Background: an optimization exercise with open tools, aiming at small area, a short achievable clock period and few clock cycles. Do not read the settings as production practice.
Where RTL was checked, it was by simulation tests only, not by an equivalence proof against the original.
No functional check of the RTL was part of run 2.

`config.mk`:
```
export PLATFORM = sky130hd
export DESIGN_NAME = geofence
export DESIGN_NICKNAME = geofence
export VERILOG_FILES = /design/flow/design.v
export SDC_FILE = /design/flow/constraint.sdc
export NUM_CORES = 4
export LEC_CHECK = 0
export CAP_MARGIN = 20
export CORE_MARGIN = 2
export CORE_UTILIZATION = 40
export PLACE_DENSITY = 0.6
export SLEW_MARGIN = 20
```
`constraint.sdc`:
```
create_clock -name core_clock -period 12.0 [get_ports {clk}]
set_input_delay 2.4000 -clock core_clock [delete_from_list [all_inputs] [get_ports {clk}]]
set_output_delay 2.4000 -clock core_clock [all_outputs]
set_load 0.01 [all_outputs]
```
`design.v`:
```
module geofence( clk,reset,X,Y,valid,is_inside);
input clk;
input reset;  
input [9:0] X; 
input [9:0] Y;
output reg valid;  
output reg is_inside;  
parameter [2:0] IDLE = 3'd0,Geofence = 3'd1,Sort = 3'd2,Cal_IsInside = 3'd3,Delay1clk = 3'd4;
reg [2:0] state,next_state;
reg [9:0] object_X,object_Y;
reg [9:0] geofence_X[0:5],geofence_Y[0:5];
reg [2:0] geofence_counter,Cal_IsInside_counter;  
reg [1:0] inner_counter,outer_counter;  
wire [2:0] counter_A,counter_B,counter_cal_A,counter_cal_B;  
reg signed [10:0] vectorA_x,vectorB_x,vectorA_y,vectorB_y;
wire signed [20:0] AxBy,BxAy;
assign AxBy = vectorA_x*vectorB_y;
assign BxAy = vectorB_x*vectorA_y;
assign counter_A = inner_counter + 3'd1;  
assign counter_B = inner_counter + 3'd2;  
assign counter_cal_A = Cal_IsInside_counter; 
assign counter_cal_B = (Cal_IsInside_counter == 3'd5)? 3'd0 : Cal_IsInside_counter + 3'd1;
always @(posedge clk or posedge reset) begin
    if(reset) state <= IDLE;
    else state <= next_state;
end
always @(*) begin
    case(state)
        IDLE : next_state = Geofence;
        Geofence : next_state = (geofence_counter == 3'd6)? Sort : Geofence;
        Sort : next_state = (outer_counter == 2'd3)? Cal_IsInside : Sort;   
        Cal_IsInside : next_state = (Cal_IsInside_counter == 3'd6)? Delay1clk : Cal_IsInside;
        Delay1clk : next_state = IDLE;
        default : next_state = IDLE;
    endcase
end
always @(posedge clk) begin
    if(state == IDLE) {object_X,object_Y} <= {X,Y};
    else;
end
always @(posedge clk) begin
    if(state == Geofence) geofence_counter <= geofence_counter + 3'd1;
    else geofence_counter <= 3'd0;  
end
always @(posedge clk) begin
    if(state == Geofence) {geofence_X[geofence_counter],geofence_Y[geofence_counter]} <= {X,Y};
    else if(state == Sort) begin
        if(AxBy > BxAy) begin  
            geofence_X[counter_A] <= geofence_X[counter_B];
            geofence_Y[counter_A] <= geofence_Y[counter_B];
            geofence_X[counter_B] <= geofence_X[counter_A];
            geofence_Y[counter_B] <= geofence_Y[counter_A];
        end
        else;
    end
    else;
end
always @(posedge clk) begin
    if(state == Sort) inner_counter <= (inner_counter == (2'd3 - outer_counter))? 2'd0 : inner_counter + 2'd1;
    else inner_counter <= 2'd0; 
end
always @(posedge clk) begin
    if(state == Sort) begin
        if(inner_counter == (2'd3 - outer_counter)) outer_counter <= outer_counter + 2'd1;
        else;
    end
    else outer_counter <= 2'd0;
end
always @(*) begin
    if(state == Sort) begin
        vectorA_x = geofence_X[0] - geofence_X[counter_A];
        vectorA_y = geofence_Y[0] - geofence_Y[counter_A];
        vectorB_x = geofence_X[0] - geofence_X[counter_B];
        vectorB_y = geofence_Y[0] - geofence_Y[counter_B];
    end
    else if(state == Cal_IsInside) begin
        vectorA_x = geofence_X[counter_cal_A] - object_X;
        vectorA_y = geofence_Y[counter_cal_A] - object_Y;
        vectorB_x = geofence_X[counter_cal_B] - geofence_X[counter_cal_A];
        vectorB_y = geofence_Y[counter_cal_B] - geofence_Y[counter_cal_A];
    end
    else {vectorA_x,vectorA_y,vectorB_x,vectorB_y} = 44'd0;
end
always @(posedge clk) begin
    if(state == Cal_IsInside) Cal_IsInside_counter <= Cal_IsInside_counter + 3'd1;
    else Cal_IsInside_counter <= 3'd0;
end
reg [5:0] match_array;
always @(posedge clk)begin
    if(state == Cal_IsInside) begin
        if(AxBy > BxAy) match_array[Cal_IsInside_counter] <= 1'b1; 
        else match_array[Cal_IsInside_counter] <= 1'b0;
    end
    else;
end
always @(posedge clk or posedge reset) begin
    if(reset) {valid,is_inside} <= 2'd0;
    else if(state == Cal_IsInside && Cal_IsInside_counter == 3'd6) begin
        valid <= 1'b1;
        if( match_array[0] == 1'd0 && match_array[1] == 1'd0 && match_array[2] == 1'd0 && match_array[3] == 1'd0 && match_array[4] == 1'd0 && match_array[5] == 1'd0 ) is_inside <= 1'd1;
		else if( match_array[0] == 1'd1 && match_array[1] == 1'd1 && match_array[2] == 1'd1 && match_array[3] == 1'd1 && match_array[4] == 1'd1 && match_array[5] == 1'd1 ) is_inside <= 1'd1;
		else is_inside <= 1'd0;
    end
    else {valid,is_inside} <= 2'd0;
end
endmodule
```
`run.sh`:
```
#!/bin/bash
# synth_recipe.tcl (not shown) runs the flow's synth.tcl, then flattens the netlist and writes it again
# the make line also repeats each setting of config.mk as NAME=value (left out here)
make -C /OpenROAD-flow-scripts/flow DESIGN_CONFIG=/design/flow/config.mk WORK_HOME=/design/flow/orfs CLKGATE_MAP_FILE= SYNTH_SCRIPT=/design/flow/synth_recipe.tcl finish
```
==> impl_metrics.env, run 1 <==
export IMPL_seq_area_mm2=0.00469
export IMPL_tightest_slew_ns=1.14
export IMPL_relSlewSlack_pct=24.0
export IMPL_ys_warnings_count=1
export IMPL_syn_nets=2919
export IMPL_io_pins=24
export IMPL_cts_buffers_inserted=17
export IMPL_synth_distinct_cells=75
export IMPL_synth_largest_area_cell="fa_1"
export IMPL_die_area_mm2=0.0605
export IMPL_drive_above_1_share_pct=11.2
export IMPL_hpwlAfterDp_mm=55.7
export IMPL_syn_area_per_cell_um2=9.52
export IMPL_async_flop_share_pct=2.50
export IMPL_path_class="reg2reg"
export IMPL_yosysSeqAreaShare_pct=20.0
export IMPL_grt_max_degree=69
export IMPL_fp_row_count=88
export IMPL_clk_pin_slew_ns=0.07
export IMPL_crit_arrival_ns=11.73
export IMPL_place_area_mm2=0.0248
export IMPL_drt_total_wl_mm=71.1
export IMPL_cpMaxStageDelayCell="fa_1"
export IMPL_ys_top_cells_by_area="fa_1, edfxtp_1, ha_1"
export IMPL_finalCriticalPeriod_ns=11.53
export IMPL_drc=0
export IMPL_critPathTopFamily="adder cells"
export IMPL_drt_pass1_iter_count=8
export IMPL_cts_tree="built"
export IMPL_cts_sinks=160
export IMPL_multi_input_area_mm2=0.0169
export IMPL_postLayoutCellArea_mm2=0.0256
export IMPL_fin_ws_ns=0.466
export IMPL_slowest_delay_ns=0.60
export IMPL_worstSkewPairLatency_ns=0.45
export IMPL_fp_coreArea_mm2=0.0578
export IMPL_place_ws_ns=0.0393
export IMPL_drv_cap=0
export IMPL_end_kind="register"
export IMPL_synth_common_cells="inv_1, fa_1, nand2_1"
export IMPL_post_synth_top_count_cell="inv_1"
export IMPL_place_congestion=0.922
export IMPL_num_fill_cells=5593
export IMPL_cp_max_fo=27
export IMPL_maxSlewViolCount=0
export IMPL_wl_per_cell_um=21.8
export IMPL_synthFlopType="edfxtp_1"
export IMPL_synthCells=2460
export IMPL_fin_skew_ns=0.0128
export IMPL_die_h_um=246
export IMPL_min_path_type="reg2reg"
export IMPL_grt_first_pass_wirelength_mm=110
export IMPL_timing_setup_tns_ns=0
export IMPL_worst_setup_path_start_kind="register"
export IMPL_grt_remaining_overflow=0
export IMPL_h_tree_depth=4
export IMPL_portBuffers=23
export IMPL_fmax_mhz=86.7
export IMPL_synth_edf_count=146
export IMPL_rr_endpoint="geofence_Y[4][2]"
export IMPL_min_from="outer_counter[0]"
export IMPL_ff2ff_path_depth=38
export IMPL_cp_required_ns=12.20
export IMPL_whs_path_depth=1
export IMPL_final_nets=2934
export IMPL_grt_pass1_vias=18610
export IMPL_post_route_period_util_pct=96.1
export IMPL_path_buf_inv=7
export IMPL_antenna_found_initial=0
export IMPL_hold_viol=0
export IMPL_die_width_um=246
export IMPL_syn_to_final_growth_pct=9.48
export IMPL_synth_seq_cells=160
export IMPL_cts_max_path_buffers=2
export IMPL_antenna_left=0
export IMPL_status="no timing/DRC/antenna violations"
export IMPL_min_to="inner_counter[0]"
export IMPL_netlist_area_mm2=0.0234
export IMPL_clockRootBuffer="clkbuf_16"
export IMPL_start_util_pct=40.5
export IMPL_grt_usage_pct=23.8
export IMPL_vias=18338
export IMPL_r2r_start="inner_counter[0]"
export IMPL_drt_initial_drc_count=1740
export IMPL_fin_util_pct=44.3
export IMPL_via_per_inst=5.64
export IMPL_setup_viol=0
export IMPL_r2r_setup_slack_ns=0.47
export IMPL_synth_top_area_share_pct=20.0
-- kinds of logic after synthesis --
family,share of synthesized area [%]
AOI/OAI and AO/OA,12.5
and+or+nand+nor,11.1
xor gates and xnor gates,3.93
muxes,13.2
buffers and inverters,8.36
adders and majority gates,30.9
DFF,20.0
-- placed cells by master (no fill, tap or decap), types with 8 or more instances in the layout --
master / synthesis / final
inv_1: 397 / 396
fa_1: 234 / 234
nand2_1: 224 / 223
ha_1: 203 / 201
nor2_1: 183 / 182
edfxtp_1: 146 / 146
a21oi_1: 116 / 115
o21ai_0: 107 / 107
mux2i_1: 86 / 85
mux2_2: 75 / 75
xnor2_1: 69 / 68
buf_4: 7 / 62
mux4_2: 60 / 60
a21o_1: 38 / 38
xor2_1: 36 / 36
nor3_1: 34 / 32
nand3_1: 28 / 28
nor2b_1: 25 / 25
clkdlybuf4s50_1: 0 / 23
and2_1: 22 / 22
nand2b_1: 19 / 19
and3_1: 19 / 19
a221oi_1: 19 / 18
clkbuf_16: 0 / 18
a222oi_1: 17 / 17
o22ai_1: 21 / 16
a21boi_0: 14 / 14
a22oi_1: 14 / 13
o21a_1: 13 / 13
or3_1: 11 / 11
a22o_1: 11 / 11
o21bai_1: 8 / 8
buf_12: 0 / 8
-- worst reg2reg max path: cells and delay by family (launching register included) --
kind	cells	cell delay (ns)
mux	2	0.73
simple gates	6	0.76
buf+inv	7	1.22
flops	1	0.36
compound gates	13	3.92
fa+ha+maj	9	4.09
xor+xnor	1	0.20
-- routing by layer --
metal  global-route usage [%]  part of all wire (%)  vias to the layer above
met2                     38.4                    46                      689
li1                         -                     -                     8458
met1                     33.5                    44                     9114
met5                        0                     0                        -
met3                     3.02                   7.0                       77
met4                     6.77                   2.4                        0
-- how the worst max path moves through the flow --
stage	start	endpoint	slack, ns	cells past startpoint
after floorplan	Cal_IsInside_counter[1]	geofence_X[0][0]	0.19	42
after global placement	Cal_IsInside_counter[1]	geofence_Y[0][1]	0.16	39
after detailed placement	Cal_IsInside_counter[1]	geofence_Y[0][3]	0.04	39
after CTS	Cal_IsInside_counter[0]	geofence_Y[1][3]	0.02	38
final	inner_counter[0]	geofence_Y[4][2]	0.47	38
after global routing	Cal_IsInside_counter[0]	geofence_Y[0][2]	-0.04	45
-- registers in the layout, indices dropped and copies added (netlist names), 2 cells and up, named ones only --
| signal | count |
|---|---|
| geofence_counter | 3 |
| outer_counter | 2 |
| geofence_X | 60 |
| inner_counter | 2 |
| state | 2 |
| object_Y | 10 |
| Cal_IsInside_counter | 3 |
| geofence_Y | 60 |
| object_X | 10 |
-- final cells by class --
cell class                 instances  area share (%)
tap                              765            3.73
clock inverter                    11           0.586
multi-input combinational       1799            66.0
clock buffer                      21            1.87
sequential                       160            18.3
timing repair buffer              99            3.67
antenna                            1         0.00976
inverter                         398            5.83
-- repair_timing --
action	in CTS	in global routing
pin swaps	0	3
resized for setup	1	14
endpoints found under the hold margin	0	0
buffers inserted	0	14
hold buffers	0	0
setup endpoints to repair	49	240
cloned	0	1
-- through the flow --
step           hold WS (ns)  std cells
3_3_place_gp          0.516       3204
3_5_place_dp          0.531       3206
5_1_grt               0.593       3253
2_1_floorplan         0.492       2460
6_report              0.540       3254
4_1_cts               0.546       3238
Testbench counts, summed over its fixed seeds: cycles 208,000.
==> inputs of run 2 (changes only) <==
==> design.v (replaced) <==
module geofence(clk, reset, X, Y, valid, is_inside);
input clk;
input reset;
input [9:0] X;
input [9:0] Y;
output reg valid;
output reg is_inside;
reg [3:0] phase;             
reg [9:0] px, py;            
reg signed [10:0] wx, wy;    
reg wz;                      
reg signed [10:0] lx, ly, rx, ry;
reg ins;
wire signed [10:0] dx = {1'b0, X} - {1'b0, px};
wire signed [10:0] dy = {1'b0, Y} - {1'b0, py};
wire signed [21:0] a1 = lx * wy;
wire signed [21:0] a2 = ly * wx;
wire signed [21:0] b1 = wx * ry;
wire signed [21:0] b2 = wy * rx;
wire an = a1 < a2;
wire az = a1 == a2;
wire ap = !an && !az;
wire bn = b1 < b2;
wire bz = b1 == b2;
wire bp = !bn && !bz;
wire opp = ((wx != 0) && (wx[10] ^ lx[10])) || ((wy != 0) && (wy[10] ^ ly[10]));
wire hit = wz || (an && (bn || bz)) || (az && bn) || (az && bz && opp);
always @(posedge clk or posedge reset) begin
    if (reset) phase <= 4'd0;
    else if (phase == 4'd8) phase <= 4'd0;
    else phase <= phase + 4'd1;
end
always @(posedge clk) begin
    if (phase == 4'd0) begin
        px <= X;
        py <= Y;
    end
    if (phase >= 4'd1 && phase <= 4'd6) begin
        wx <= dx;
        wy <= dy;
        wz <= (X == px) && (Y == py);
    end
    if (phase == 4'd2) begin
        lx <= wx; ly <= wy; rx <= wx; ry <= wy;
        ins <= wz;
    end else if (phase >= 4'd3 && phase <= 4'd7) begin
        if (hit) ins <= 1'b1;
        if (an && bp) begin lx <= wx; ly <= wy; end
        if (ap && bn) begin rx <= wx; ry <= wy; end
    end
end
always @(posedge clk or posedge reset) begin
    if (reset) begin
        valid <= 1'b0;
        is_inside <= 1'b0;
    end else begin
        valid <= phase == 4'd7;
        is_inside <= (phase == 4'd7) && (ins || hit);
    end
end
endmodule
==> run 2 against run 1 <==
Still clean; sequential cell count fell by 66; fmax rose by 32%; count of clock-buffer cells in the layout fell by 8; final cell count rose by 2.2%; critical endpoint is now lx[4]; largest cell class unchanged.
==> impl_metrics.env, run 2 <==
export IMPL_fin_ws_ns=3.28
export IMPL_cts_hold_repair_buffers=0
export IMPL_via_per_inst=4.88
export IMPL_drc=0
export IMPL_r2r_start="wx[10]"
export IMPL_clk_pin_slew_ns=0.06
export IMPL_cts_sinks=94
export IMPL_cp_common_cell="fa_1"
export IMPL_synth_top_area_share_pct=39.0
export IMPL_cp_required_ns=11.98
export IMPL_worstSkewPairLatency_ns=0.34
export IMPL_place_congestion=0.859
export IMPL_rsz0062_at_grt="false"
export IMPL_ys_top_cells_by_area="fa_1, ha_1, edfxtp_1"
export IMPL_final_nets=3299
export IMPL_portBuffers=23
export IMPL_drt_initial_drc_count=924
export IMPL_worstPathCellList="nand2_1 > fa_1 > inv_1 > fa_1 > fa_1 > inv_1 > fa_1 > inv_1 > fa_1 > xor2_1 > xnor2_1 > xnor2_1 > xnor2_1 > nor4_1 > a2111oi_2 > o211ai_1 > ha_1 > nand4_1 > or3_4 > nor2_1 > nor4_2 > a21o_2 > a21oi_1 > a31o_2"
export IMPL_fp_row_count=89
export IMPL_syn_nets=3338
export IMPL_relSlewSlack_pct=24.0
export IMPL_grt_first_pass_wirelength_mm=92.0
export IMPL_postCtsSetupRepairBufs=0
export IMPL_hold_viol=0
export IMPL_synth_largest_area_cell="fa_1"
export IMPL_critical_path_startpoint="wx[10]"
export IMPL_fin_skew_ns=0.0101
export IMPL_fmax_mhz=115
export IMPL_multi_input_area_mm2=0.0184
export IMPL_seq_area_mm2=0.00279
export IMPL_fp_coreArea_mm2=0.0592
export IMPL_grt_usage_pct=18.4
export IMPL_grt_remaining_overflow=0
export IMPL_wl_per_cell_um=16.3
export IMPL_cts_buffers_inserted=9
export IMPL_synthCells=2589
export IMPL_synth_distinct_cells=72
export IMPL_post_synth_top_count_cell="inv_1"
export IMPL_tightest_slew_ns=1.14
export IMPL_worst_setup_path_start_kind="register"
export IMPL_cts_tree="built"
export IMPL_h_tree_depth=3
export IMPL_cp_max_fo=22
export IMPL_syn_to_final_growth_pct=5.32
export IMPL_slowest_delay_ns=0.97
export IMPL_antennaDiodeCount=0
export IMPL_synth_seq_cells=94
export IMPL_async_flop_share_pct=6.38
export IMPL_critPathTopFamily="adder cells"
export IMPL_path_class="reg2reg"
export IMPL_drive_above_1_share_pct=2.31
export IMPL_place_ws_ns=3.12
export IMPL_antenna_left=0
export IMPL_synth_common_cells="inv_1, fa_1, nand2_1"
export IMPL_netlist_area_mm2=0.0241
export IMPL_drv_cap=0
export IMPL_drt_total_wl_mm=54.2
export IMPL_cts_max_path_buffers=2
export IMPL_antenna_found_initial=0
export IMPL_setup_viol=0
export IMPL_synthFlopType="edfxtp_1"
export IMPL_grt_max_degree=26
export IMPL_post_route_period_util_pct=72.6
export IMPL_crit_arrival_ns=8.70
export IMPL_final_common_cell="inv_1"
export IMPL_min_from="phase[0]"
export IMPL_die_h_um=249
export IMPL_drt_pass1_iter_count=5
export IMPL_die_width_um=249
export IMPL_synth_edf_count=88
export IMPL_yosysSeqAreaShare_pct=11.6
export IMPL_status="no timing/DRC/antenna violations"
export IMPL_path_buf_inv=3
export IMPL_timing_setup_tns_ns=0
export IMPL_hpwlAfterDp_mm=45.1
export IMPL_end_kind="register"
export IMPL_io_pins=24
export IMPL_num_fill_cells=5818
export IMPL_start_util_pct=40.7
export IMPL_grt_pass1_vias=17868
export IMPL_cpMaxStageDelayCell="edfxtp_1"
export IMPL_die_area_mm2=0.0622
export IMPL_vias=16252
export IMPL_maxSlewViolCount=0
export IMPL_ys_warnings_count=1
export IMPL_min_path_type="reg2reg"
export IMPL_syn_area_per_cell_um2=9.31
export IMPL_post_cts_resized=0
export IMPL_finalCriticalPeriod_ns=8.72
export IMPL_layout_common_cells="inv_1, fa_1, nand2_1"
export IMPL_clockRootBuffer="clkbuf_16"
==> run 2: final timing paths <==
path	endpoint	depth (start not counted)	slack [ns]
worst max-delay path	lx[4]	24	3.28
worst min-delay path	phase[0]	1	0.53
worst max register to register	lx[4]	24	3.28
worst min register to register	phase[0]	1	0.53
max in group asynchronous	phase[0]	2	9.54
min in group asynchronous	phase[3]	2	2.27
==> run 2: routing by layer <==
metal	global-route usage, %	vias to the layer above	share of wire (%)
li1	-	7703	-
met1	23.6	8227	44
met2	33.0	270	51
met3	1.57	52	2.9
met4	5.28	0	2.4
met5	0	-	0
==> run 2: area by class of cell <==
cell class | count | share of cell area (%)
multi-input cells | 1734 | 72.6
clock buffers | 13 | 0.986
inverters | 670 | 9.91
clock inverters | 2 | 0.0345
well taps | 773 | 3.81
flip-flops and latches | 94 | 11.0
repair buffers | 41 | 1.61
==> run 2: worst reg2reg max path, cell delays in order (launching register included) <==
cell and delay [ns]:
edfxtp_1 0.97, nand2_1 0.30, fa_1 0.72, inv_1 0.11, fa_1 0.49, fa_1 0.51, inv_1 0.05, fa_1 0.50
inv_1 0.05, fa_1 0.41, xor2_1 0.19, xnor2_1 0.19, xnor2_1 0.11, xnor2_1 0.48, nor4_1 0.12, a2111oi_2 0.34
o211ai_1 0.22, ha_1 0.36, nand4_1 0.16, or3_4 0.42, nor2_1 0.15, nor4_2 0.07, a21o_2 0.26, a21oi_1 0.51
a31o_2 0.65
==> run 2: metrics by stage <==
step	hold slack (ns)	instances	area, um^2	util [%]
detailed placement	0.519	3307	25000	42.3
floorplan	0.444	2589	24100	-
finish	0.535	3327	25400	42.8
global route	0.567	3327	25400	42.8
global placement	0.505	3307	25000	42.3
CTS	0.529	3322	25300	42.7
==> run 2: cell families after synthesis <==
group | after synthesis | synth area share, %
AND/OR/NAND/NOR | 698 | 14.4
buffers and inverters | 761 | 12.0
flip-flops | 94 | 11.6
XOR/XNOR | 104 | 3.78
AO/OA/AOI/OAI | 204 | 5.81
adder cells (fa/ha/maj) | 727 | 52.4
multiplexers | 1 | 0.0415

-- what the ideal ports hide --
The flow's constraints put no driver on any port. The routed layouts listed below were extracted and timed again, unchanged, in two steps.
Step 1 sets driving cells, clkbuf_16 on the clock port and buf_2 on the other inputs (assumed; they add their load-dependent delay and slew).
Step 2 adds t to the input delays and takes it off the output delays; t is the mean of the earliest and latest rising clock arrival at the registers after step 1. Input paths then give back, and output paths get back, about the clock's delay inside the block.
Slacks: ideal / step 1 / step 2; pairs: ideal / step 1.
run | t, ns | setup WS [ns] | worst setup path after step 2 | worst data-port slew with drivers (ns)
run 1 | 0.497 | 0.466 / 0.466 / 0.466 | register to register | 0.04
run 2 | 0.380 | 3.284 / 3.284 / 3.284 | register to register | 0.03
After both steps setup and hold are still met in every run listed.
